Source: an optimization exercise on an open RTL-to-GDS flow (aim: small area and a short achievable clock period). Production flows keep margins and buffers that such runs may drop.
In this exercise RTL edits were held to simulation tests only and were not proved equivalent to the original.
Power is estimated from default activity; no workload was simulated.

==> flow/design.v, too long to show whole: its modules and the start of the top module <==
// module bitonic_comp: 18 lines
// module bitonic_top: 3754 lines
module bitonic_top #(parameter NUM_INPUT = 16, DATA_WIDTH = 8)
(clk, reset, data_in, valid, done, data_out);
  // ...
==> flow/flow/run.sh <==
#!/bin/bash
# Own layout flow: the standard layout, except that the synthesis maps the
# combinational logic with flow/abc.script (an area-recovering ABC script) in place of
# ORFS's speed script. Registers, their names and everything after synthesis are as in
# the standard flow. Ports are buffered with buf_2 cells.
set -euo pipefail
W=$(pwd)
{
  head -n 1 synth_recipe.tcl
  cat <<EOF
proc abc {args} {
  set i [lsearch -exact \$args -script]
  if { \$i >= 0 } { set args [lreplace \$args [expr {\$i+1}] [expr {\$i+1}] $W/flow/abc.script] }
  yosys abc {*}\$args
}
EOF
  tail -n +2 synth_recipe.tcl
} > my_synth.tcl
sed "s#SYNTH_SCRIPT=[^ ]*#SYNTH_SCRIPT=$W/my_synth.tcl#" standard.sh > my_standard.sh
grep -q "SYNTH_SCRIPT=$W/my_synth.tcl" my_standard.sh
bash my_standard.sh "BUFFER_PORTS_ARGS=-buffer_cell sky130_fd_sc_hd__buf_2" finish > flow.log 2>&1
==> flow/flow/abc.script <==
strash
dc2
strash
&get -n
&dch -f
&nf -R 100 -p
&put
==> flow/standard.sh <==
#!/bin/bash
# synth_recipe.tcl (not shown) runs the flow's synth.tcl, then flattens the netlist and writes it again
# the make line also repeats each setting of config.mk as NAME=value (left out here)
make -C /OpenROAD-flow-scripts/flow DESIGN_CONFIG=/design/flow/config.mk WORK_HOME=/design/flow/orfs CLKGATE_MAP_FILE= SYNTH_SCRIPT=/design/flow/synth_recipe.tcl "${@:-finish}"
==> flow/config.mk <==
export PLATFORM = sky130hd
export DESIGN_NAME = bitonic_top
export DESIGN_NICKNAME = bitonic_top
export VERILOG_FILES = /design/flow/design.v
export SDC_FILE = /design/flow/constraint.sdc
export NUM_CORES = 4
export LEC_CHECK = 0
export CAP_MARGIN = 20
export CORE_MARGIN = 2
export CORE_UTILIZATION = 65
export CTS_CLUSTER_DIAMETER = 60
export CTS_CLUSTER_SIZE = 30
export SETUP_SLACK_MARGIN = 1.5
export SLEW_MARGIN = 20
==> flow/constraint.sdc <==
create_clock -name core_clock -period 3.0 [get_ports {clk}]
set_input_delay 0.6000 -clock core_clock [delete_from_list [all_inputs] [get_ports {clk}]]
set_output_delay 0.6000 -clock core_clock [all_outputs]
set_load 0.01 [all_outputs]
==> impl_metrics.yaml, run 1 <==
yosys:
  yosysMostFrequentCell: "dfxtp_1"
  ys_ff_latch: 909
hold_path:
  min_path_type: "input port to register"
  worstHoldPathCells: 1
setup_path:
  reg2regPathDepth: 6
  crit_end: "data_out[15]"
  cp.required_ns: 2.40
cells_and_area:
  inv_count: 398
  mostFrequentLayoutCells: "735 x dfxtp_1, 546 x nand2_1, 527 x nor2_1"
  seq_cells: 909
  sh_seq_area_pct: 44.23
  area_delta_synth_final_pct: 17.59
global_route:
  antenna_found_initial: 3
  grt_overflow: 0
route:
  drtIter0Drc: 1961
  met2_length_mm: 46.19
  drtPass1Iterations: 5
timing:
  final.min_clock_period_ns: 1.679
  tightest_slew_ns: 0.8085
  rsz0062_at_grt: "true"
  drv_slew: 0
status:
  outcome: "complete, no violations"
die:
  tap_cells: 696
place:
  pre_cts_slack_ns: 1.034
pwr:
  powerClk_mw: 7.69
clock_tree:
  insertion_delay_ns: 0.63
==> inputs of run 2 (changes only) <==
--- a/flow/config.mk
+++ b/flow/config.mk
@@ -10,5 +10,5 @@
 export CORE_UTILIZATION = 65
 export CTS_CLUSTER_DIAMETER = 60
 export CTS_CLUSTER_SIZE = 30
-export SETUP_SLACK_MARGIN = 1.5
+export SETUP_SLACK_MARGIN = 1.2
 export SLEW_MARGIN = 20
==> run 2 against run 1 <==
Against the previous run: largest cell class unchanged; critical path depth up 4; first-iteration DRC count is 4.0% higher; synthesized cell count stayed put; total power down 7.6%; still clean on timing, DRC and antenna; cell area fell by 7.5%.
==> impl_metrics.yaml, run 2 <==
yosys:
  ys_top_cells_by_area: "dfxtp_1 51%, nor2_1 6.6%, a21oi_1 6.5%"
  synth_top_cell_area_share_pct: 51.34
  syn_inst: 4340
  synth_edf_count: 0
  synth_seq_area_share_pct: 51.34
  async_flop_share_pct: 0
  syn_avg_cell_area_um2: 8.168
  syn-num-nets: 4471
  yosys-top-cells-count: "909 x dfxtp_1, 623 x nor2_1, 549 x nand2_1"
  ys_ff_latch: 909
  yosys.area.top_type: "dfxtp_1"
  yosys_warnings: 1
  yosysMostFrequentCell: "dfxtp_1"
  synth_top_flop_cell: "dfxtp_1"
  synth.distinct_cells: 37
  syn_area_um2: 35450
pwr:
  vdd_ir_drop_max_mv: 0.7045
  power.leakage_nw: 16.66
  total_power_mw: 42.96
  powerDensity_nw_per_um2: 1114
global_route:
  grt_pass1_wl_mm: 133.8
  antenna_found_initial: 3
  grt.busiest_layer: "met2"
  grt_overflow: 0
  grt_util_all_layers_pct: 30.37
  met1_usage_pct: 37.22
  grt_pass1_vias: 26720
  grtUsageMet2_pct: 54.47
  grt_start_max_net_pins: 31
  grtUsageMet3_pct: 3.414
timing:
  finalSetupViolCount: 0
  timing.fmax_mhz: 549.5
  fin_ws_ns: 1.180
  hold_slack_ns: 0.05849
  drv_slew: 0
  rsz0062_at_grt: "true"
  hold_viol: 0
  slew_headroom_pct: 47.66
  final.setup.tns_ns: 0
  tightest_slew_ns: 0.7779
  final.min_clock_period_ns: 1.820
  period_share_pct: 60.66
  clock-skew-final_ns: 0.03769
clock_tree:
  cts_max_level: 2
  cts_hold_buf: 0
  cts_num_sinks: 909
  clk_pin_slew_ns: 0.10
  insertion_delay_ns: 0.64
  postCtsSetupBuffers: 0
  clock_path_buffers: 3
  cts_buffers: 48
  cts_tree: "built"
  clockRootBuffer: "clkbuf_16"
die:
  top_level_ports: 260
  dieArea_um2: 56420
  fp.dieW_um: 237.5
  core_area_um2: 53920
  die_h_um: 237.5
  fp-row-count: 85
  start_util_pct: 65.74
cells_and_area:
  fin_util_pct: 71.51
  layout-drive-gt1-share_pct: 8.118
  fillers: 4290
  largest_register_ffs: 5
  stdcell_area_um2: 38560
  post_layout_nonfiller_instances: 5257
  area_delta_synth_final_pct: 8.778
  mostFrequentLayoutCells: "905 x dfxtp_1, 619 x nor2_1, 549 x nand2_1"
  largest_register: "vpipe"
  nets: 4652
  final_common_cell: "dfxtp_1"
setup_path:
  cp.required_ns: 3.48
  path_max_fanout: 5
  crit_chain: "o22ai_1, nor2_1, a21oi_1, nand2_1, o21ai_0"
  critPathBufInv: 0
  worst_path_max_delay_cell: "dfxtp_1"
  worstPathArrival_ns: 2.30
  critPathKind: "register to register"
  cpLargestDelayFamily: "compound AO/OA/AOI/OAI gates"
  endpoint_kind: "register"
  cp-start-kind: "register"
  r2r_slack_ns: 1.18
  max_stage_delay_ns: 0.37
route:
  wl_mm: 87.21
  postRouteAntennaNets: 0
  drtIter0Drc: 2040
  wl_per_cell_um: 16.59
  drtPass1Iterations: 6
  viasPerCell: 5.610
  drc_errors: 0
  vias: 29490
place:
  post-dp-hpwl_mm: 70.37
  place_inst: 5167
  gp_congestion: 0.9078
  post_dp_cell_area_um2: 36650
  pre_cts_slack_ns: 0.8513
  io_buffers: 259
job:
  cap_viol_max_count: 0
hold_path:
  min_path_type: "input port to register"
status:
  outcome: "complete, no violations"
[run 2: area by class of cell]
cell class | instances | area (um2) | area share (%)
well taps | 696 | 870.8 | 2.258
clock inverters | 37 | 581.8 | 1.509
clock buffers | 50 | 1229 | 3.186
inverters | 398 | 1494 | 3.874
repair buffers | 259 | 1296 | 3.362
diodes | 3 | 7.507 | 0.01947
flip-flops and latches | 909 | 18200 | 47.21
multi-input cells | 2905 | 14880 | 38.58
[run 2: cell families after synthesis]
family / synth area share, %
and+or+nand+nor: 19.12
DFF: 51.34
AOI/OAI and AO/OA: 22.61
buffers and inverters: 6.925
[run 2: worst reg2reg max path: stages, from the launching register on]
cell	delay [ns]
dfxtp_1	0.37
o22ai_1	0.34
nor2_1	0.11
a21oi_1	0.37
nand2_1	0.12
o21ai_0	0.36
[run 2: report_power, final]
group	switching, mW	internal, mW	total [mW]
logic	10.3	5.84	16.1
clock network	4.38	3.64	8.02
registers	2.75	16.1	18.8
[run 2: what timing repair did]
item	4_1_cts	5_1_grt
pin swaps	0	0
cloned	0	0
setup endpoints to repair	1	30
gates resized for setup	1	36
[run 2: worst paths after layout]
check,depth (start not counted),from,end
min reg2reg,0,l4_0_2_3_lo_p2,l4_0_2_3_lo_p3
min,1,data_in[82],in10_5_p1
max,5,l5_4_6_2_y_p2,l6_1_4_4_y_p3
max reg2reg,5,l5_4_6_2_y_p2,l6_1_4_4_y_p3
[run 2: metal layers]
| layer | up-vias | share of wire, % |
|---|---|---|
| li1 | 15000 | - |
| met1 | 13450 | 42 |
| met2 | 837 | 48 |
| met3 | 203 | 5.4 |
| met4 | 2 | 4.1 |
| met5 | - | 0.015 |
==> inputs of run 3 (changes only) <==
--- a/flow/config.mk
+++ b/flow/config.mk
@@ -10,5 +10,5 @@
 export CORE_UTILIZATION = 65
 export CTS_CLUSTER_DIAMETER = 60
 export CTS_CLUSTER_SIZE = 30
-export SETUP_SLACK_MARGIN = 1.2
+export SETUP_SLACK_MARGIN = 1.1
 export SLEW_MARGIN = 20
==> run 3 against run 2 <==
Against the previous run: still clean; non-clock buffer count did not move; flip-flop and latch count stayed put; clock power hardly changed; combinational power is essentially flat; maximum frequency shrank 0.59%; total power decreased by 0.26%; critical endpoint unchanged; largest cell class unchanged.
==> impl_metrics.yaml, run 3 <==
yosys:
  yosys.area.top_type: "dfxtp_1"
  async_flop_share_pct: 0
  synth.distinct_cells: 37
  ys_top_cells_by_area: "dfxtp_1 51%, nor2_1 6.6%, a21oi_1 6.5%"
  yosysMostFrequentCell: "dfxtp_1"
  synth_top_cell_area_share_pct: 51.34
  syn_area_um2: 35450
  synth_edf_count: 0
  syn-num-nets: 4471
  yosys_warnings: 1
  synth_top_flop_cell: "dfxtp_1"
  synth.area.mux_share_pct: 0
  synth_top_family_by_area: "compound AO/OA/AOI/OAI gates"
  syn_inst: 4340
  yosys-top-cells-count: "909 x dfxtp_1, 623 x nor2_1, 549 x nand2_1"
  synthXorXnorAreaFrac_pct: 0
  ys_ff_latch: 909
  syn_avg_cell_area_um2: 8.168
  yosys.area_share.simple_pct: 19.12
  synth_seq_area_share_pct: 51.34
  synth_adder_area_share_pct: 0
  synth_compound_area_share_pct: 22.61
pwr:
  vdd_ir_drop_max_mv: 0.7046
  p_seq_share_pct: 43.9
  p_int_mw: 25.52
  powerDensity_nw_per_um2: 1113
  total_power_mw: 42.84
  combPwrFrac_pct: 37.4
  p_switching_mw: 17.32
  power.leakage_nw: 16.63
  switching_share_pct: 40.43
  clockPowerShare_pct: 18.7
route:
  viasPerCell: 5.588
  postRouteAntennaNets: 0
  wl_mm: 86.99
  wl_per_cell_um: 16.55
  drtPass1Iterations: 5
  vias: 29370
  drc_errors: 0
  drtIter0Drc: 2031
cells_and_area:
  final_common_cell: "dfxtp_1"
  largest_register: "vpipe"
  area_delta_synth_final_pct: 8.552
  layout-drive-gt1-share_pct: 7.679
  mostFrequentLayoutCells: "907 x dfxtp_1, 623 x nor2_1, 549 x nand2_1"
  nets: 4652
  largest_register_ffs: 5
  post_layout_nonfiller_instances: 5256
timing:
  final.setup.tns_ns: 0
  clock-skew-final_ns: 0.03600
  drv_slew: 0
  hold_viol: 0
  timing.fmax_mhz: 546.2
  rsz0062_at_grt: "true"
  tightest_slew_ns: 0.7922
  finalSetupViolCount: 0
  final.min_clock_period_ns: 1.831
  period_share_pct: 61.02
  hold_slack_ns: 0.05933
  slew_headroom_pct: 46.70
  fin_ws_ns: 1.169
setup_path:
  path_max_fanout: 5
  cpLargestDelayFamily: "compound AO/OA/AOI/OAI gates"
  max_stage_delay_ns: 0.38
  worstPathArrival_ns: 2.31
  cp.required_ns: 3.48
  worst_path_max_delay_cell: "o21ai_0"
  cp-start-kind: "register"
  crit_chain: "o22ai_1, nor2_1, a21oi_1, nand2_1, o21ai_0"
  endpoint_kind: "register"
  critPathBufInv: 0
  critPathKind: "register to register"
clock_tree:
  cts_num_sinks: 909
  clock_path_buffers: 3
  cts_resized: 0
  cts_buffers: 48
  cts_hold_buf: 0
  insertion_delay_ns: 0.64
  clk_pin_slew_ns: 0.10
  cts_max_level: 2
  cts_tree: "built"
  clockRootBuffer: "clkbuf_16"
  postCtsSetupBuffers: 0
die:
  core_area_um2: 53920
  top_level_ports: 260
  fp.dieW_um: 237.5
  start_util_pct: 65.74
  die_h_um: 237.5
  dieArea_um2: 56420
  fp-row-count: 85
job:
  cap_viol_max_count: 0
global_route:
  grt_overflow: 0
  grtUsageMet2_pct: 54.47
  grt_start_max_net_pins: 31
  grt.busiest_layer: "met2"
  grt_pass1_wl_mm: 133.8
  grt_pass1_vias: 26720
  met1_usage_pct: 37.22
  grt_util_all_layers_pct: 30.37
  antenna_found_initial: 3
  grtUsageMet3_pct: 3.414
place:
  gp_congestion: 0.9078
  post-dp-hpwl_mm: 70.37
  pre_cts_slack_ns: 0.8513
  place_inst: 5167
  io_buffers: 259
hold_path:
  min_path_type: "input port to register"
status:
  outcome: "complete, no violations"
==> run 3: cell counts after synthesis <==
Identical to the previous run, type by type.
==> run 3: metrics by stage <==
step | utilization [%] | area (um2)
final | 71.36 | 38480
after global routing | 71.35 | 38470
after CTS | 71.34 | 38460
after detailed placement | 67.98 | 36650
after global placement | 67.98 | 36650
after floorplan | - | 35450
==> run 3: kinds of logic after synthesis <==
kind of cell    Yosys count
buf+inv                 526
compound gates         1342
flops                   909
simple gates           1563
==> run 3: final timing paths <==
path,slack [ns],depth (start not counted),from,end
min,0.06,1,data_in[82],in10_5_p1
max reg2reg,1.17,5,l5_4_6_2_y_p2,l6_1_4_4_y_p3
min reg2reg,0.31,0,l4_0_2_3_lo_p2,l4_0_2_3_lo_p3
max,1.17,5,l5_4_6_2_y_p2,l6_1_4_4_y_p3
==> run 3: routing by layer <==
metal | up-vias | wire length [um]
li1 | 15010 | -
met1 | 13340 | 36640
met2 | 836 | 42200
met3 | 189 | 4647
met4 | 2 | 3488
met5 | - | 13
==> run 3: area by class of cell <==
type | count | area, um2
inverters | 398 | 1494
clock inverters | 37 | 581.8
diodes | 2 | 5.005
flip-flops and latches | 909 | 18200
clock buffers | 50 | 1229
multi-input cells | 2905 | 14800
repair buffers | 259 | 1296
well taps | 696 | 870.8
fillers | 4302 | 15440
==> run 3: power groups by stage <==
stage / sequential (mW) / combinational [mW] / clock, mW
floorplan: 18.2 / 12.0 / 0
global placement: 18.9 / 15.4 / 0
detailed placement: 19.0 / 15.7 / 0
CTS: 18.8 / 15.8 / 8.12
global route: 19.3 / 17.9 / 8.60
finish: 18.8 / 16.0 / 8.02
==> inputs of run 4 (changes only) <==
--- a/flow/config.mk
+++ b/flow/config.mk
@@ -10,5 +10,5 @@
 export CORE_UTILIZATION = 65
 export CTS_CLUSTER_DIAMETER = 60
 export CTS_CLUSTER_SIZE = 30
-export SETUP_SLACK_MARGIN = 1.1
+export SETUP_SLACK_MARGIN = 1.35
 export SLEW_MARGIN = 20
==> run 4 against run 3 <==
Against the previous run: synthesized area stayed put; combinational power rose by 6%; sequential share of layout area down 0.88 points; synthesized cell count is the same; maximum frequency grew 7.5%; first-iteration DRC count is 0.84% lower; critical path type is now register to primary output; critical endpoint is now data_out[123].
==> impl_metrics.yaml, run 4 <==
clock_tree:
  cts_max_level: 2
  clock_path_buffers: 3
  clk_pin_slew_ns: 0.10
  insertion_delay_ns: 0.63
  cts_tree: "built"
  clockRootBuffer: "clkbuf_16"
  cts_hold_buf: 0
  cts_num_sinks: 909
  cts_buffers: 48
setup_path:
  crit_chain: "buf_6"
  cp-start-kind: "register"
  worst_path_max_delay_cell: "dfxtp_2"
  path_max_fanout: 1
  max_stage_delay_ns: 0.37
  cp-startpoint: "l4_13_15_4_hi_p5"
  cpLargestDelayFamily: "flip-flops"
  critPathKind: "register to primary output"
  critPathBufInv: 1
  cp.required_ns: 2.40
  worstPathArrival_ns: 1.10
  r2r_slack_ns: 1.32
  endpoint_kind: "primary output"
  rr_startpoint: "l6_1_4_1_x_p2"
hold_path:
  hp-start: "data_in[81]"
  min_path_type: "input port to register"
job:
  cap_viol_max_count: 0
yosys:
  syn_area_um2: 35450
  synth_seq_area_share_pct: 51.34
  synth_edf_count: 0
  synth.distinct_cells: 37
  syn_inst: 4340
  ys_top_cells_by_area: "dfxtp_1 51%, nor2_1 6.6%, a21oi_1 6.5%"
  async_flop_share_pct: 0
  yosysMostFrequentCell: "dfxtp_1"
  synth_top_cell_area_share_pct: 51.34
  yosys.area.top_type: "dfxtp_1"
  yosys_warnings: 1
  yosys-top-cells-count: "909 x dfxtp_1, 623 x nor2_1, 549 x nand2_1"
  syn_avg_cell_area_um2: 8.168
  ys_ff_latch: 909
  synth_top_flop_cell: "dfxtp_1"
  syn-num-nets: 4471
route:
  viasPerCell: 5.636
  drtIter0Drc: 2014
  met2_length_mm: 43.82
  postRouteAntennaNets: 0
  top_layer_used: "met5"
  wl_met1_mm: 36.90
  drc_errors: 0
  wl_mm: 89.44
  wl_per_cell_um: 17.01
  wl_met3_mm: 4.941
  drtPass1Iterations: 7
  vias: 29630
timing:
  final.setup.tns_ns: 0
  period_share_pct: 56.79
  drv_slew: 0
  final.min_clock_period_ns: 1.704
  clock-skew-final_ns: 0.02600
  rsz0062_at_grt: "true"
  slew_headroom_pct: 37.33
  hold_viol: 0
  timing.fmax_mhz: 587.0
  finalSetupViolCount: 0
  tightest_slew_ns: 0.9315
  fin_ws_ns: 1.296
cells_and_area:
  layout-drive-gt1-share_pct: 11.94
  nets: 4655
  largest_register: "vpipe"
  stdcell_area_um2: 39400
  mostFrequentLayoutCells: "840 x dfxtp_1, 611 x nor2_1, 549 x nand2_1"
  area_delta_synth_final_pct: 11.14
  largest_register_ffs: 5
  final_common_cell: "dfxtp_1"
  fillers: 4157
global_route:
  grt_start_max_net_pins: 31
  grt_pass1_vias: 26880
  grt_pass1_wl_mm: 136.0
  grt_overflow: 0
  grt_util_all_layers_pct: 30.83
  antenna_found_initial: 8
die:
  core_area_um2: 53920
  die_h_um: 237.5
  fp-row-count: 85
  start_util_pct: 65.74
  top_level_ports: 260
  dieArea_um2: 56420
  fp.dieW_um: 237.5
pwr:
  powerDensity_nw_per_um2: 1112
  vdd_ir_drop_max_mv: 0.6931
  power.leakage_nw: 16.89
place:
  gp_congestion: 0.9171
  pre_cts_slack_ns: 0.9342
  io_buffers: 259
  post-dp-hpwl_mm: 70.87
  post_dp_cell_area_um2: 36680
status:
  outcome: "complete, no violations"
run 4: cell counts after synthesis:
No cell type changed its count.
run 4: cell families (layout without fill, tap and decap cells):
logic type / after synthesis / count (layout) / synth area share, %
buffers and inverters: 526 / 743 / 6.925
AO/OA/AOI/OAI: 1342 / 1342 / 22.61
flip-flops: 909 / 909 / 51.34
other: 0 / 5 / 0
AND/OR/NAND/NOR: 1563 / 1563 / 19.12
run 4: area by class of cell:
| type | count | area, um2 | share of cell area (%) |
|---|---|---|---|
| diodes | 5 | 12.51 | 0.03176 |
| clock buffers | 51 | 1254 | 3.182 |
| clock inverters | 32 | 437.9 | 1.112 |
| inverters | 398 | 1494 | 3.792 |
| multi-input cells | 2905 | 15400 | 39.10 |
| flip-flops and latches | 909 | 18290 | 46.42 |
| well taps | 696 | 870.8 | 2.211 |
| repair buffers | 262 | 1638 | 4.157 |
run 4: final timing paths:
| check | endpoint | cells after the start |
|---|---|---|
| setup / recovery | data_out[123] | 1 |
| hold / removal | in10_6_p1 | 1 |
| setup reg to reg | l6_1_4_4_y_p3 | 6 |
| hold reg to reg | l4_13_15_5_hi_p5 | 0 |
run 4: timing repair:
action	in CTS	in global routing
setup endpoints to repair	153	257
setup buffers	0	3
endpoints found under the hold margin	0	0
cloned	0	0
pin swaps	0	5
resized for setup	66	222
run 4: report_power, final:
| group | switching [mW] | total, mW | leakage [nW] | internal, mW |
|---|---|---|---|---|
| sequential | 2.89 | 19.0 | 7.60 | 16.2 |
| clock | 4.22 | 7.73 | 0.820 | 3.51 |
| combinational | 10.7 | 17.0 | 8.47 | 6.39 |
run 4: metal layers:
| metal | vias up | track usage [%] |
|---|---|---|
| li1 | 14980 | - |
| met5 | - | 0 |
| met2 | 857 | 55.85 |
| met3 | 190 | 3.588 |
| met4 | 8 | 11.23 |
| met1 | 13600 | 37.72 |
run 4: through the flow:
| step | cells | utilization [%] | power, mW | hold slack, ns |
|---|---|---|---|---|
| floorplan | 4340 | - | 30.27 | 0.3096 |
| global placement | 5167 | 68.03 | 34.30 | 0.3097 |
| detailed placement | 5167 | 68.03 | 34.77 | 0.3121 |
| CTS | 5250 | 71.52 | 42.64 | 0.04369 |
| global route | 5255 | 73.05 | 46.65 | 0.04541 |
| finish | 5258 | 73.06 | 43.82 | 0.06561 |
==> inputs of run 5 (changes only) <==
--- a/flow/config.mk
+++ b/flow/config.mk
@@ -10,5 +10,5 @@
 export CORE_UTILIZATION = 65
 export CTS_CLUSTER_DIAMETER = 60
 export CTS_CLUSTER_SIZE = 30
-export SETUP_SLACK_MARGIN = 1.35
+export SETUP_SLACK_MARGIN = 1.4
 export SLEW_MARGIN = 20
==> run 5 against run 4 <==
Against the previous run: register-to-register slack got worse by 0.02 ns; die area unchanged; sequential share of layout area decreased by 0.19 points; non-clock buffer count increased by 4; critical path depth increased by 4; synthesized cell count unchanged; highest routed layer unchanged; core utilization increased by 0.32 points; via count decreased by 0.22%; cell count about the same; clock skew about the same.
==> impl_metrics.yaml, run 5 <==
status:
  outcome: "complete, no violations"
pwr:
  power.leakage_nw: 16.91
  p_seq_share_pct: 43.6
  vdd_ir_drop_max_mv: 0.6715
  p_int_mw: 25.96
  clockPowerShare_pct: 16.9
  combPwrFrac_pct: 39.5
  switching_share_pct: 40.67
  p_switching_mw: 17.80
  powerDensity_nw_per_um2: 1106
yosys:
  synth_compound_area_share_pct: 22.61
  synth.distinct_cells: 37
  syn_inst: 4340
  synth_top_family_by_area: "compound AO/OA/AOI/OAI gates"
  syn-num-nets: 4471
  synth_seq_area_share_pct: 51.34
  syn_area_um2: 35450
  synth_top_cell_area_share_pct: 51.34
  syn_avg_cell_area_um2: 8.168
  async_flop_share_pct: 0
  synth_adder_area_share_pct: 0
  yosys.area.top_type: "dfxtp_1"
  yosys.area_share.simple_pct: 19.12
  yosysMostFrequentCell: "dfxtp_1"
  ys_ff_latch: 909
  yosys_warnings: 1
  ys_top_cells_by_area: "dfxtp_1 51%, nor2_1 6.6%, a21oi_1 6.5%"
  synthXorXnorAreaFrac_pct: 0
  synth_edf_count: 0
  synth_top_flop_cell: "dfxtp_1"
  synth.area.mux_share_pct: 0
  yosys-top-cells-count: "909 x dfxtp_1, 623 x nor2_1, 549 x nand2_1"
cells_and_area:
  register_area_um2: 18290
  mostFrequentLayoutCells: "838 x dfxtp_1, 600 x nor2_1, 547 x nand2_1"
  multiInputGateArea_um2: 15730
  nets: 4658
  final_common_cell: "dfxtp_1"
  largest_register_ffs: 5
  fillers: 4217
  largest_register: "vpipe"
  layout-drive-gt1-share_pct: 13.47
  area_delta_synth_final_pct: 11.62
  fin_util_pct: 73.38
global_route:
  grtUsageMet2_pct: 54.52
  grt_start_max_net_pins: 31
  antenna_found_initial: 5
  grtUsageMet3_pct: 4.227
  grt_pass1_vias: 26800
  grt_pass1_wl_mm: 133.2
  grt_util_all_layers_pct: 30.23
  grt_overflow: 0
  grt.busiest_layer: "met2"
  met1_usage_pct: 36.28
place:
  post-dp-hpwl_mm: 70.41
  gp_congestion: 0.9519
  io_buffers: 259
timing:
  final.min_clock_period_ns: 1.700
  rsz0062_at_grt: "true"
  slew_headroom_pct: 44.88
  final.setup.tns_ns: 0
  tightest_slew_ns: 0.8193
  clock-skew-final_ns: 0.02627
  hold_viol: 0
  timing.fmax_mhz: 588.2
  finalSetupViolCount: 0
  drv_slew: 0
  period_share_pct: 56.67
setup_path:
  cp.required_ns: 3.50
  cp-start-kind: "register"
  path_depth: 5
  rr_startpoint: "l3_12_13_4_y_p2"
  path_max_fanout: 4
  critPathKind: "register to register"
  endpoint_kind: "register"
  critPathBufInv: 0
  crit_chain: "nor2_1, a21oi_1, nor2b_2, nand2_1, a31oi_1"
  reg2regPathDepth: 5
  r2r_slack_ns: 1.30
  max_stage_delay_ns: 0.40
  r2r-end: "l3_12_13_7_lo_p3"
  cp-startpoint: "l3_12_13_4_y_p2"
  worst_path_max_delay_cell: "dfxtp_1"
  cpLargestDelayFamily: "compound AO/OA/AOI/OAI gates"
  worstPathArrival_ns: 2.20
route:
  vias: 29570
  drtIter0Drc: 1924
  wl_per_cell_um: 16.77
  postRouteAntennaNets: 0
  drc_errors: 0
  wl_mm: 88.12
  viasPerCell: 5.625
  drtPass1Iterations: 5
die:
  core_area_um2: 53920
  fp.dieW_um: 237.5
  dieArea_um2: 56420
  die_h_um: 237.5
  fp-row-count: 85
  start_util_pct: 65.74
  top_level_ports: 260
clock_tree:
  clockRootBuffer: "clkbuf_16"
  cts_tree: "built"
  insertion_delay_ns: 0.63
  clk_pin_slew_ns: 0.10
  cts_num_sinks: 909
  clock_path_buffers: 3
  cts_hold_buf: 0
  cts_max_level: 2
  cts_buffers: 47
hold_path:
  hp-start: "data_in[10]"
  worstHoldPathCells: 1
  hold_end: "in1_5_p1"
  min_path_type: "input port to register"
job:
  cap_viol_max_count: 0
## run 5: changes by cell type in the layout (fill, tap and decap cells not counted), moves of 14 or more
| cell | previous run | this run |
|---|---|---|
| a21oi_2 | 54 | 72 |
| a21oi_1 | 409 | 390 |
| buf_6 | 51 | 37 |
| buf_2 | 208 | 222 |
| o22ai_1 | 202 | 182 |
| o22ai_2 | 39 | 54 |
## run 5: cell type report
| type | count | area share, % |
|---|---|---|
| timing repair buffer | 266 | 3.994 |
| antenna | 2 | 0.01265 |
| multi-input combinational | 2905 | 39.75 |
| clock buffer | 54 | 3.197 |
| inverter | 398 | 3.776 |
| tap | 696 | 2.201 |
| clock inverter | 26 | 0.8443 |
| sequential | 909 | 46.23 |
## run 5: power groups by stage
stage / logic, mW / registers (mW) / clock network [mW]
after global routing: 19.1 / 19.5 / 7.99
after detailed placement: 15.7 / 19.0 / 0
after CTS: 16.0 / 18.8 / 7.52
after floorplan: 12.1 / 18.2 / 0
after global placement: 15.4 / 18.9 / 0
final: 17.3 / 19.1 / 7.40
## run 5: cell families after synthesis
| group | count (synthesis) |
|---|---|
| compound gates | 1342 |
| buf+inv | 526 |
| flops | 909 |
| simple gates | 1563 |
## run 5: worst reg2reg max path, stage by stage, from the launching register on
cell and delay (ns):
dfxtp_1 0.40, nor2_1 0.07, a21oi_1 0.35, nor2b_2 0.30
nand2_1 0.10, a31oi_1 0.36
## run 5: worst max-delay path by stage
| stage | slack, ns | end |
|---|---|---|
| 6_report | 1.30 | l3_12_13_7_lo_p3 |
| 3_5_place_dp | 0.97 | l2_2_9_2_x_p1 |
| 3_3_place_gp | 1.02 | l1_0_13_3_x_p1 |
| 2_1_floorplan | 1.36 | l2_11_12_2_y_p1 |
| 4_1_cts | 1.28 | data_out[3] |
| 5_1_grt | 1.25 | l3_12_13_7_lo_p3 |
## run 5: through the flow
stage	hold slack, ns	instances	power (mW)	worst slack, ns	area (um2)
6_report	0.06640	5256	43.75	1.300	39570
3_3_place_gp	0.3097	5167	34.28	1.024	36690
5_1_grt	0.04436	5255	46.63	1.253	39570
4_1_cts	0.04310	5249	42.33	1.284	38580
2_1_floorplan	0.3096	4340	30.27	1.360	35490
3_5_place_dp	0.3121	5167	34.73	0.9659	36690
## run 5: layer usage
metal  vias to the layer above  part of all wire, %
li1                      15010                    -
met1                     13550                   41
met2                       816                   49
met3                       191                  5.6
met4                         6                  4.3
met5                         -                0.039
## run 5: what timing repair did
item | in CTS | in global routing
resized for setup | 84 | 274
endpoints found under the setup margin | 172 | 305
pin swaps | 4 | 12
setup buffers | 2 | 5
==> inputs of run 6 (changes only) <==
--- a/flow/config.mk
+++ b/flow/config.mk
@@ -7,8 +7,8 @@
 export LEC_CHECK = 0
 export CAP_MARGIN = 20
 export CORE_MARGIN = 2
-export CORE_UTILIZATION = 65
+export CORE_UTILIZATION = 70
 export CTS_CLUSTER_DIAMETER = 60
 export CTS_CLUSTER_SIZE = 30
-export SETUP_SLACK_MARGIN = 1.4
+export SETUP_SLACK_MARGIN = 1.3
 export SLEW_MARGIN = 20
==> run 6 against run 5 <==
Against the previous run: sequential power is essentially flat; cell count decreased by 0.53%; clock power grew 2%; highest routed layer unchanged; worst hold slack worse by 0.0067 ns; first-iteration DRC count rose by 29%; synthesized cell count is the same; synthesized area unchanged; combinational power decreased by 3%.
==> impl_metrics.yaml, run 6 <==
global_route:
  grt_pass1_vias: 27330
  grt_overflow: 0
  grt_util_all_layers_pct: 33.03
  grt_start_max_net_pins: 31
  grt_pass1_wl_mm: 136.4
  antenna_found_initial: 3
yosys:
  yosys_warnings: 1
  syn_inst: 4340
  syn_area_um2: 35450
  syn_avg_cell_area_um2: 8.168
  ys_ff_latch: 909
  ys_top_cells_by_area: "dfxtp_1 51%, nor2_1 6.6%, a21oi_1 6.5%"
  synth_edf_count: 0
  synth_seq_area_share_pct: 51.34
  synth_top_flop_cell: "dfxtp_1"
  syn-num-nets: 4471
  yosysMostFrequentCell: "dfxtp_1"
  synth.distinct_cells: 37
  async_flop_share_pct: 0
  yosys.area.top_type: "dfxtp_1"
  synth_top_cell_area_share_pct: 51.34
  yosys-top-cells-count: "909 x dfxtp_1, 623 x nor2_1, 549 x nand2_1"
timing:
  final.setup.tns_ns: 0
  hold_viol: 0
  clock-skew-final_ns: 0.01923
  period_share_pct: 58.25
  slew_headroom_pct: 45.71
  rsz0062_at_grt: "true"
  finalSetupViolCount: 0
  timing.fmax_mhz: 572.2
  tightest_slew_ns: 0.8069
  final.min_clock_period_ns: 1.748
  drv_slew: 0
clock_tree:
  insertion_delay_ns: 0.63
  cts_max_level: 2
  clockRootBuffer: "clkbuf_16"
  cts_num_sinks: 909
  cts_hold_buf: 0
  clock_path_buffers: 3
  cts_tree: "built"
  clk_pin_slew_ns: 0.10
  cts_buffers: 46
hold_path:
  hp-start: "data_in[41]"
  hold_end: "in5_6_p1"
  worstHoldPathCells: 1
  min_path_type: "input port to register"
cells_and_area:
  largest_register: "vpipe"
  area_delta_synth_final_pct: 9.685
  mostFrequentLayoutCells: "854 x dfxtp_1, 615 x nor2_1, 548 x nand2_1"
  nets: 4653
  layout-drive-gt1-share_pct: 10.27
  stdcell_area_um2: 38880
  post_layout_nonfiller_instances: 5228
  largest_register_ffs: 5
  final_common_cell: "dfxtp_1"
route:
  viasPerCell: 5.742
  drc_errors: 0
  postRouteAntennaNets: 0
  drtPass1Iterations: 6
  wl_mm: 90.33
  wl_per_cell_um: 17.28
  vias: 30020
  drtIter0Drc: 2491
die:
  die_h_um: 229.0
  fp.dieW_um: 229.0
  top_level_ports: 260
  fp-row-count: 82
  core_area_um2: 50070
  dieArea_um2: 52450
  start_util_pct: 70.80
place:
  gp_congestion: 0.9432
  post-dp-hpwl_mm: 70.62
  io_buffers: 259
  post_dp_cell_area_um2: 36620
  place_inst: 5143
setup_path:
  cp.required_ns: 3.52
  rr_startpoint: "l1_4_8_3_y_p1"
  critPathKind: "register to register"
  crit_chain: "nor2_1, a21o_1, o22ai_1, nand2_1, o21ai_0"
  reg2regPathDepth: 5
  critPathBufInv: 0
  cpLargestDelayFamily: "compound AO/OA/AOI/OAI gates"
  r2r_slack_ns: 1.25
  worst_path_max_delay_cell: "dfxtp_1"
  max_stage_delay_ns: 0.50
  worstPathArrival_ns: 2.27
  endpoint_kind: "register"
  cp-start-kind: "register"
  r2r-end: "l2_8_14_5_y_p2"
  path_max_fanout: 4
pwr:
  power.leakage_nw: 16.73
  powerDensity_nw_per_um2: 1115
  vdd_ir_drop_max_mv: 0.6636
  total_power_mw: 43.36
job:
  cap_viol_max_count: 0
status:
  outcome: "complete, no violations"
-- run 6: repair_timing --
item                       in CTS  in global routing
resized for setup              47                149
cloned                          0                  0
pin swaps                       0                  8
setup endpoints to repair      40                153
setup buffers                   0                  3
-- run 6: area by class of cell --
type | instances | area, um2
tap | 672 | 840.8
multi-input combinational | 2905 | 15110
fill | 3694 | 11190
antenna | 1 | 2.502
inverter | 398 | 1494
sequential | 909 | 18270
clock buffer | 48 | 1190
timing repair buffer | 262 | 1538
clock inverter | 33 | 437.9
-- run 6: how the worst max path moves through the flow --
| stage | from | endpoint | slack, ns | depth (start not counted) |
|---|---|---|---|---|
| after CTS | l2_8_14_2_lo_p1 | l5_9_11_2_y_p2 | 1.26 | 6 |
| after global routing | l4_6_7_3_lo_p2 | l6_2_6_4_x_p3 | 1.19 | 6 |
| after floorplan | data_in[103] | l2_11_12_2_y_p1 | 1.32 | 6 |
| final | l1_4_8_3_y_p1 | l2_8_14_5_y_p2 | 1.25 | 5 |
| after detailed placement | data_in[71] | l2_3_4_2_x_p1 | 0.96 | 8 |
| after global placement | data_in[39] | l2_3_4_2_x_p1 | 0.99 | 8 |
-- run 6: worst reg2reg max path: cells and delay by family, from the launching register on --
kind | cells | cell delay (ns)
flip-flops | 1 | 0.50
AND/OR/NAND/NOR | 2 | 0.21
AO/OA/AOI/OAI | 3 | 0.94
-- run 6: metal layers --
layer / track usage (%) / vias up / share of wire (%) / wire length (um)
met5: 0 / - / 0.012 / 11
met4: 13.96 / 2 / 4.5 / 4075
met3: 4.631 / 220 / 5.9 / 5305
met2: 59.55 / 1038 / 49 / 44340
met1: 39.35 / 13760 / 41 / 36590
li1: - / 15000 / - / -
-- run 6: kinds of logic after synthesis --
family / after synthesis / synth area share (%)
AO/OA/AOI/OAI: 1342 / 22.61
buffers and inverters: 526 / 6.925
flip-flops: 909 / 51.34
AND/OR/NAND/NOR: 1563 / 19.12
-- run 6: where the power goes --
part	switching [mW]	internal (mW)	total, mW
logic	10.6	6.18	16.8
registers	2.88	16.1	19.0
clock network	4.26	3.32	7.58
-- run 6: through the flow --
| step | utilization (%) | hold WS [ns] | setup WS [ns] |
|---|---|---|---|
| after global placement | 73.15 | 0.3095 | 0.9850 |
| after detailed placement | 73.15 | 0.3121 | 0.9573 |
| after floorplan | - | 0.3096 | 1.321 |
| after global routing | 77.65 | 0.04083 | 1.186 |
| after CTS | 76.65 | 0.03727 | 1.259 |
| final | 77.66 | 0.05974 | 1.252 |
==> inputs of run 7 (changes only) <==
--- a/flow/config.mk
+++ b/flow/config.mk
@@ -7,7 +7,7 @@
 export LEC_CHECK = 0
 export CAP_MARGIN = 20
 export CORE_MARGIN = 2
-export CORE_UTILIZATION = 70
+export CORE_UTILIZATION = 65
 export CTS_CLUSTER_DIAMETER = 60
 export CTS_CLUSTER_SIZE = 30
 export SETUP_SLACK_MARGIN = 1.3
==> run 7 against run 6 <==
Against the previous run: setup slack improved by 0.057 ns; critical path type is now register to primary output; total power is 0.17% lower; highest routed layer unchanged; die area rose by 7.6%; still clean on timing, DRC and antenna; combinational power about the same; register-to-register slack gained 0.07 ns; cell area is 0.47% higher; first-iteration DRC count down 24%; largest cell class unchanged; critical path depth down 4; sequential share of layout area shrank 0.22 points.
==> impl_metrics.yaml, run 7 <==
status:
  outcome: "complete, no violations"
yosys:
  synth_top_flop_cell: "dfxtp_1"
  syn_area_um2: 35450
  yosys.area_share.simple_pct: 19.12
  async_flop_share_pct: 0
  yosys.area.top_type: "dfxtp_1"
  synth_top_cell_area_share_pct: 51.34
  synth_edf_count: 0
  synth_seq_area_share_pct: 51.34
  ys_top_cells_by_area: "dfxtp_1 51%, nor2_1 6.6%, a21oi_1 6.5%"
  synth_compound_area_share_pct: 22.61
  synth.distinct_cells: 37
  synth_top_family_by_area: "compound AO/OA/AOI/OAI gates"
  syn_avg_cell_area_um2: 8.168
  synthXorXnorAreaFrac_pct: 0
  synth_adder_area_share_pct: 0
  ys_ff_latch: 909
  yosys-top-cells-count: "909 x dfxtp_1, 623 x nor2_1, 549 x nand2_1"
  synth.area.mux_share_pct: 0
  syn-num-nets: 4471
  yosysMostFrequentCell: "dfxtp_1"
  yosys_warnings: 1
  syn_inst: 4340
cells_and_area:
  final_common_cell: "dfxtp_1"
  nets: 4652
  largest_register: "vpipe"
  layout-drive-gt1-share_pct: 10.55
  mostFrequentLayoutCells: "852 x dfxtp_1, 617 x nor2_1, 549 x nand2_1"
  largest_register_ffs: 5
  fin_util_pct: 72.44
  area_delta_synth_final_pct: 10.20
job:
  cap_viol_max_count: 0
setup_path:
  worst_path_max_delay_cell: "dfxtp_1"
  critPathBufInv: 1
  max_stage_delay_ns: 0.33
  endpoint_kind: "primary output"
  cpLargestDelayFamily: "flip-flops"
  critPathKind: "register to primary output"
  path_max_fanout: 1
  cp.required_ns: 2.40
  worstPathArrival_ns: 1.09
  cp-start-kind: "register"
  crit_chain: "buf_2"
route:
  postRouteAntennaNets: 0
  met2_length_mm: 43.51
  viasPerCell: 5.600
  drtPass1Iterations: 6
  drc_errors: 0
  wl_met1_mm: 36.79
  top_layer_used: "met5"
  vias: 29450
  wl_met3_mm: 4.606
  drtIter0Drc: 1888
  wl_mm: 88.09
  wl_per_cell_um: 16.75
global_route:
  grt_start_max_net_pins: 31
  grt_pass1_wl_mm: 133.4
  grt_overflow: 0
  grt_pass1_vias: 26580
  grt_util_all_layers_pct: 30.28
  antenna_found_initial: 11
die:
  start_util_pct: 65.74
  core_area_um2: 53920
  top_level_ports: 260
  dieArea_um2: 56420
  die_h_um: 237.5
  fp-row-count: 85
  fp.dieW_um: 237.5
pwr:
  vdd_ir_drop_max_mv: 0.7718
  clockPowerShare_pct: 17.6
  switching_share_pct: 40.50
  powerDensity_nw_per_um2: 1108
  power.leakage_nw: 16.79
  combPwrFrac_pct: 38.5
  p_switching_mw: 17.53
  p_seq_share_pct: 43.9
  p_int_mw: 25.75
timing:
  rsz0062_at_grt: "true"
  timing.fmax_mhz: 591.6
  final.min_clock_period_ns: 1.690
  finalSetupViolCount: 0
  slew_headroom_pct: 42.44
  hold_viol: 0
  final.setup.tns_ns: 0
  period_share_pct: 56.35
  clock-skew-final_ns: 0.03466
  fin_ws_ns: 1.310
  tightest_slew_ns: 0.8555
  drv_slew: 0
clock_tree:
  clockRootBuffer: "clkbuf_16"
  cts_num_sinks: 909
  cts_hold_buf: 0
  cts_tree: "built"
  clock_path_buffers: 3
  clk_pin_slew_ns: 0.10
  cts_max_level: 2
  cts_buffers: 48
  insertion_delay_ns: 0.64
place:
  gp_congestion: 0.9078
  pre_cts_slack_ns: 0.9570
  post-dp-hpwl_mm: 70.50
  io_buffers: 259
hold_path:
  min_path_type: "input port to register"
## run 7: per-stage QoR
stage               hold slack [ns]  instances  cell area, um2  total power, mW
detailed placement           0.3121       5167           36650            34.77
floorplan                    0.3096       4340           35450            30.27
finish                      0.05358       5259           39060            43.28
global placement             0.3095       5167           36650            34.28
global route                0.02630       5257           39060            46.16
CTS                         0.02594       5255           38480            42.51
## run 7: path summary, 6_finish.rpt
path / start / endpoint / slack (ns) / depth (start not counted)
min reg2reg: l6_1_4_0_lo_p4 / l6_1_4_0_lo_p5 / 0.31 / 0
max: l9_3_4_2_hi_p5 / data_out[37] / 1.31 / 1
max reg2reg: l5_1_2_2_y_p2 / l6_1_4_4_x_p3 / 1.32 / 5
min: data_in[65] / in8_6_p1 / 0.05 / 1
## run 7: cell families (layout without fill, tap and decap cells)
kind of cell           after synthesis  after routing
buffers and inverters              526            745
AO/OA/AOI/OAI                     1342           1342
AND/OR/NAND/NOR                   1563           1563
flip-flops                         909            909
other                                0              4
## run 7: power by group through the flow
stage,Clock (mW),Sequential (mW),Combinational [mW]
final,7.63,19.0,16.6
after detailed placement,0,19.0,15.8
after CTS,7.74,18.8,16.0
after floorplan,0,18.2,12.0
after global routing,8.20,19.4,18.5
after global placement,0,18.9,15.4
## run 7: what timing repair did
action | CTS | global route
gates resized for setup | 51 | 162
setup buffers | 0 | 0
setup endpoints to repair | 67 | 174
endpoints found under the hold margin | 0 | 0
pin swaps | 0 | 1
## run 7: layout make-up
| class | count | area (um2) |
|---|---|---|
| flip-flops and latches | 909 | 18270 |
| fillers | 4296 | 14860 |
| diodes | 4 | 10.01 |
| well taps | 696 | 870.8 |
| multi-input cells | 2905 | 15160 |
| repair buffers | 259 | 1578 |
| inverters | 398 | 1494 |
| clock inverters | 34 | 419.2 |
| clock buffers | 54 | 1265 |
## run 7: metal layers
metal  up-vias  global-route usage [%]
li1      14990                       -
met1     13460                   36.75
met2       812                   54.88
met3       178                   4.250
met4        12                   10.50
met5         -                       0
==> inputs of run 8 (changes only) <==
--- a/flow/config.mk
+++ b/flow/config.mk
@@ -10,5 +10,6 @@
 export CORE_UTILIZATION = 65
 export CTS_CLUSTER_DIAMETER = 60
 export CTS_CLUSTER_SIZE = 30
+export GPL_ROUTABILITY_DRIVEN = 0
 export SETUP_SLACK_MARGIN = 1.3
 export SLEW_MARGIN = 20
==> run 8 against run 7 <==
Against the previous run: still clean on timing, DRC and antenna; sequential share of layout area about the same; global-route usage fell by 0.21 points; first-iteration DRC count grew 14%; synthesized area did not move; count of clock-buffer cells in the layout decreased by 4; via count is essentially flat; register-to-register slack hardly changed; total power about the same; die area is the same; worst hold slack better by 0.0015 ns; sequential power about the same; critical path type is now register to register; critical endpoint is now l6_2_6_4_x_p3; highest routed layer unchanged.
==> impl_metrics.yaml, run 8 <==
hold_path:
  min_path_type: "input port to register"
die:
  start_util_pct: 65.74
  fp-row-count: 85
  core_area_um2: 53920
  fp.dieW_um: 237.5
  die_h_um: 237.5
  top_level_ports: 260
  dieArea_um2: 56420
yosys:
  syn-num-nets: 4471
  async_flop_share_pct: 0
  synthXorXnorAreaFrac_pct: 0
  syn_area_um2: 35450
  synth_top_flop_cell: "dfxtp_1"
  yosys.area_share.simple_pct: 19.12
  syn_inst: 4340
  synth_top_family_by_area: "compound AO/OA/AOI/OAI gates"
  synth_compound_area_share_pct: 22.61
  synth.area.mux_share_pct: 0
  synth_seq_area_share_pct: 51.34
  yosys_warnings: 1
  syn_avg_cell_area_um2: 8.168
  ys_ff_latch: 909
  yosysMostFrequentCell: "dfxtp_1"
  yosys-top-cells-count: "909 x dfxtp_1, 623 x nor2_1, 549 x nand2_1"
  synth.distinct_cells: 37
  yosys.area.top_type: "dfxtp_1"
  synth_edf_count: 0
  synth_adder_area_share_pct: 0
  synth_top_cell_area_share_pct: 51.34
  ys_top_cells_by_area: "dfxtp_1 51%, nor2_1 6.6%, a21oi_1 6.5%"
global_route:
  grt_start_max_net_pins: 31
  grt_pass1_vias: 26560
  antenna_found_initial: 4
  grt_overflow: 0
  grt_util_all_layers_pct: 30.06
  grt_pass1_wl_mm: 132.6
timing:
  hold_viol: 0
  finalSetupViolCount: 0
  clock-skew-final_ns: 0.02576
  rsz0062_at_grt: "true"
  timing.fmax_mhz: 591.4
  drv_slew: 0
  hold_slack_ns: 0.05512
  final.min_clock_period_ns: 1.691
  final.setup.tns_ns: 0
  period_share_pct: 56.36
  tightest_slew_ns: 0.8312
  slew_headroom_pct: 44.07
pwr:
  p_seq_share_pct: 43.8
  p_switching_mw: 17.56
  p_int_mw: 25.71
  vdd_ir_drop_max_mv: 0.7231
  powerDensity_nw_per_um2: 1108
  switching_share_pct: 40.58
  power.leakage_nw: 16.79
  combPwrFrac_pct: 38.2
  clockPowerShare_pct: 18.0
cells_and_area:
  fillers: 4230
  final_common_cell: "dfxtp_1"
  post_layout_nonfiller_instances: 5256
  layout-drive-gt1-share_pct: 10.35
  stdcell_area_um2: 39050
  mostFrequentLayoutCells: "853 x dfxtp_1, 614 x nor2_1, 549 x nand2_1"
  largest_register: "vpipe"
  area_delta_synth_final_pct: 10.16
  largest_register_ffs: 5
  nets: 4654
route:
  postRouteAntennaNets: 0
  vias: 29420
  viasPerCell: 5.598
  drc_errors: 0
  wl_per_cell_um: 16.65
  drtPass1Iterations: 6
  wl_mm: 87.49
  drtIter0Drc: 2152
clock_tree:
  cts_buffers: 48
  clk_pin_slew_ns: 0.11
  cts_max_level: 2
  clock_path_buffers: 3
  clockRootBuffer: "clkbuf_16"
  cts_tree: "built"
  insertion_delay_ns: 0.63
  cts_num_sinks: 909
job:
  cap_viol_max_count: 0
status:
  outcome: "complete, no violations"
setup_path:
  worstPathArrival_ns: 2.21
  critPathKind: "register to register"
  path_max_fanout: 4
  cp.required_ns: 3.52
  endpoint_kind: "register"
  r2r_slack_ns: 1.31
  cp-start-kind: "register"
place:
  place_inst: 5167
  io_buffers: 259
  post-dp-hpwl_mm: 70.22
  post_dp_cell_area_um2: 36650
==> run 8: stage by stage <==
step / setup WS [ns] / util [%] / power [mW]
after floorplan: 1.321 / - / 30.27
after global placement: 1.028 / 67.98 / 34.27
after detailed placement: 0.9681 / 67.98 / 34.72
after CTS: 1.278 / 71.45 / 42.57
after global routing: 1.241 / 72.42 / 46.15
final: 1.309 / 72.42 / 43.28
==> run 8: power groups by stage <==
stage               Sequential (mW)  Clock, mW  Combinational (mW)
floorplan                      18.2          0                12.0
global placement               18.9          0                15.4
detailed placement             19.0          0                15.7
CTS                            18.8       7.89                15.9
global route                   19.4       8.38                18.4
finish                         19.0       7.79                16.5
==> run 8: cell type report <==
cell class | instances | area, um2 | share of cell area [%]
multi-input combinational | 2905 | 15100 | 38.68
sequential | 909 | 18270 | 46.78
tap | 696 | 870.8 | 2.230
inverter | 398 | 1494 | 3.826
timing repair buffer | 261 | 1574 | 4.031
antenna | 1 | 2.502 | 0.006408
clock buffer | 50 | 1230 | 3.150
clock inverter | 36 | 506.7 | 1.298
==> run 8: metal layers <==
metal  vias to the layer above  part of all wire [%]  GRT usage, %
li1                      14950                     -             -
met1                     13500                    42         36.84
met2                       777                    49         53.64
met3                       192                   4.9         3.681
met4                         6                   4.2         12.24
met5                         -                 0.038             0
==> run 8: logic make-up after synthesis <==
family,count (synthesis)
flip-flops,909
AND/OR/NAND/NOR,1563
buffers and inverters,526
AO/OA/AOI/OAI,1342
==> run 8: what timing repair did <==
| item | 4_1_cts | 5_1_grt |
|---|---|---|
| hold buffers | 0 | 0 |
| cloned | 0 | 0 |
| setup endpoints to repair | 53 | 168 |
| pin swaps | 0 | 5 |
| setup buffers | 0 | 2 |
| gates resized for setup | 46 | 148 |
==> run 8: path summary, 6_finish.rpt <==
path / start / end / depth (start not counted)
min: data_in[64] / in8_7_p1 / 1
max: l6_2_6_1_y_p2 / l6_2_6_4_x_p3 / 6
max reg2reg: l6_2_6_1_y_p2 / l6_2_6_4_x_p3 / 6
min reg2reg: l4_0_2_3_lo_p3 / l4_0_2_3_lo_p4 / 0
==> run 8: critical path, stage by stage, from the launching register on <==
cell and delay, ns:
dfxtp_1 0.37, nor2_1 0.26, a21o_1 0.18, nor2_1 0.06
a21oi_1 0.33, nand2_1 0.13, o21ai_1 0.25

what the ideal ports hide:
No port has a modelled driver above. Below, the same layouts with a new extraction and two added sets of constraints.
Step 1 assumes that a clkbuf_16 drives the clock port and a buf_2 every other input.
Step 2 moves the port delays by t, midway between the first and last clock arrival at a register: inputs arrive t later, outputs are due t later. That takes back most of the time a late clock gives input paths.
a / b / c = no drivers / after step 1 / after step 2; a / b = the first two.
| run | shift t [ns] | slack for setup (ns) | worst setup path at the end | cell pins on the clock port's net |
|---|---|---|---|---|
| run 1 | 0.682 | 1.321 / 1.261 / 0.988 | input to register | 1 |
| run 2 | 0.683 | 1.180 / 1.180 / 0.815 | input to register | 1 |
| run 3 | 0.681 | 1.169 / 1.169 / 0.837 | input to register | 1 |
| run 4 | 0.680 | 1.296 / 1.232 / 0.886 | input to register | 1 |
| run 5 | 0.674 | 1.300 / 1.246 / 0.841 | input to register | 1 |
| run 6 | 0.694 | 1.252 / 1.219 / 0.868 | input to register | 1 |
| run 7 | 0.682 | 1.310 / 1.248 / 0.919 | input to register | 1 |
| run 8 | 0.683 | 1.309 / 1.247 / 0.910 | input to register | 1 |
After both steps every run listed still meets setup and hold. For run 5, which loses most, drivers alone change the setup slack by -0.054 ns; drivers and shift together by -0.459 ns.
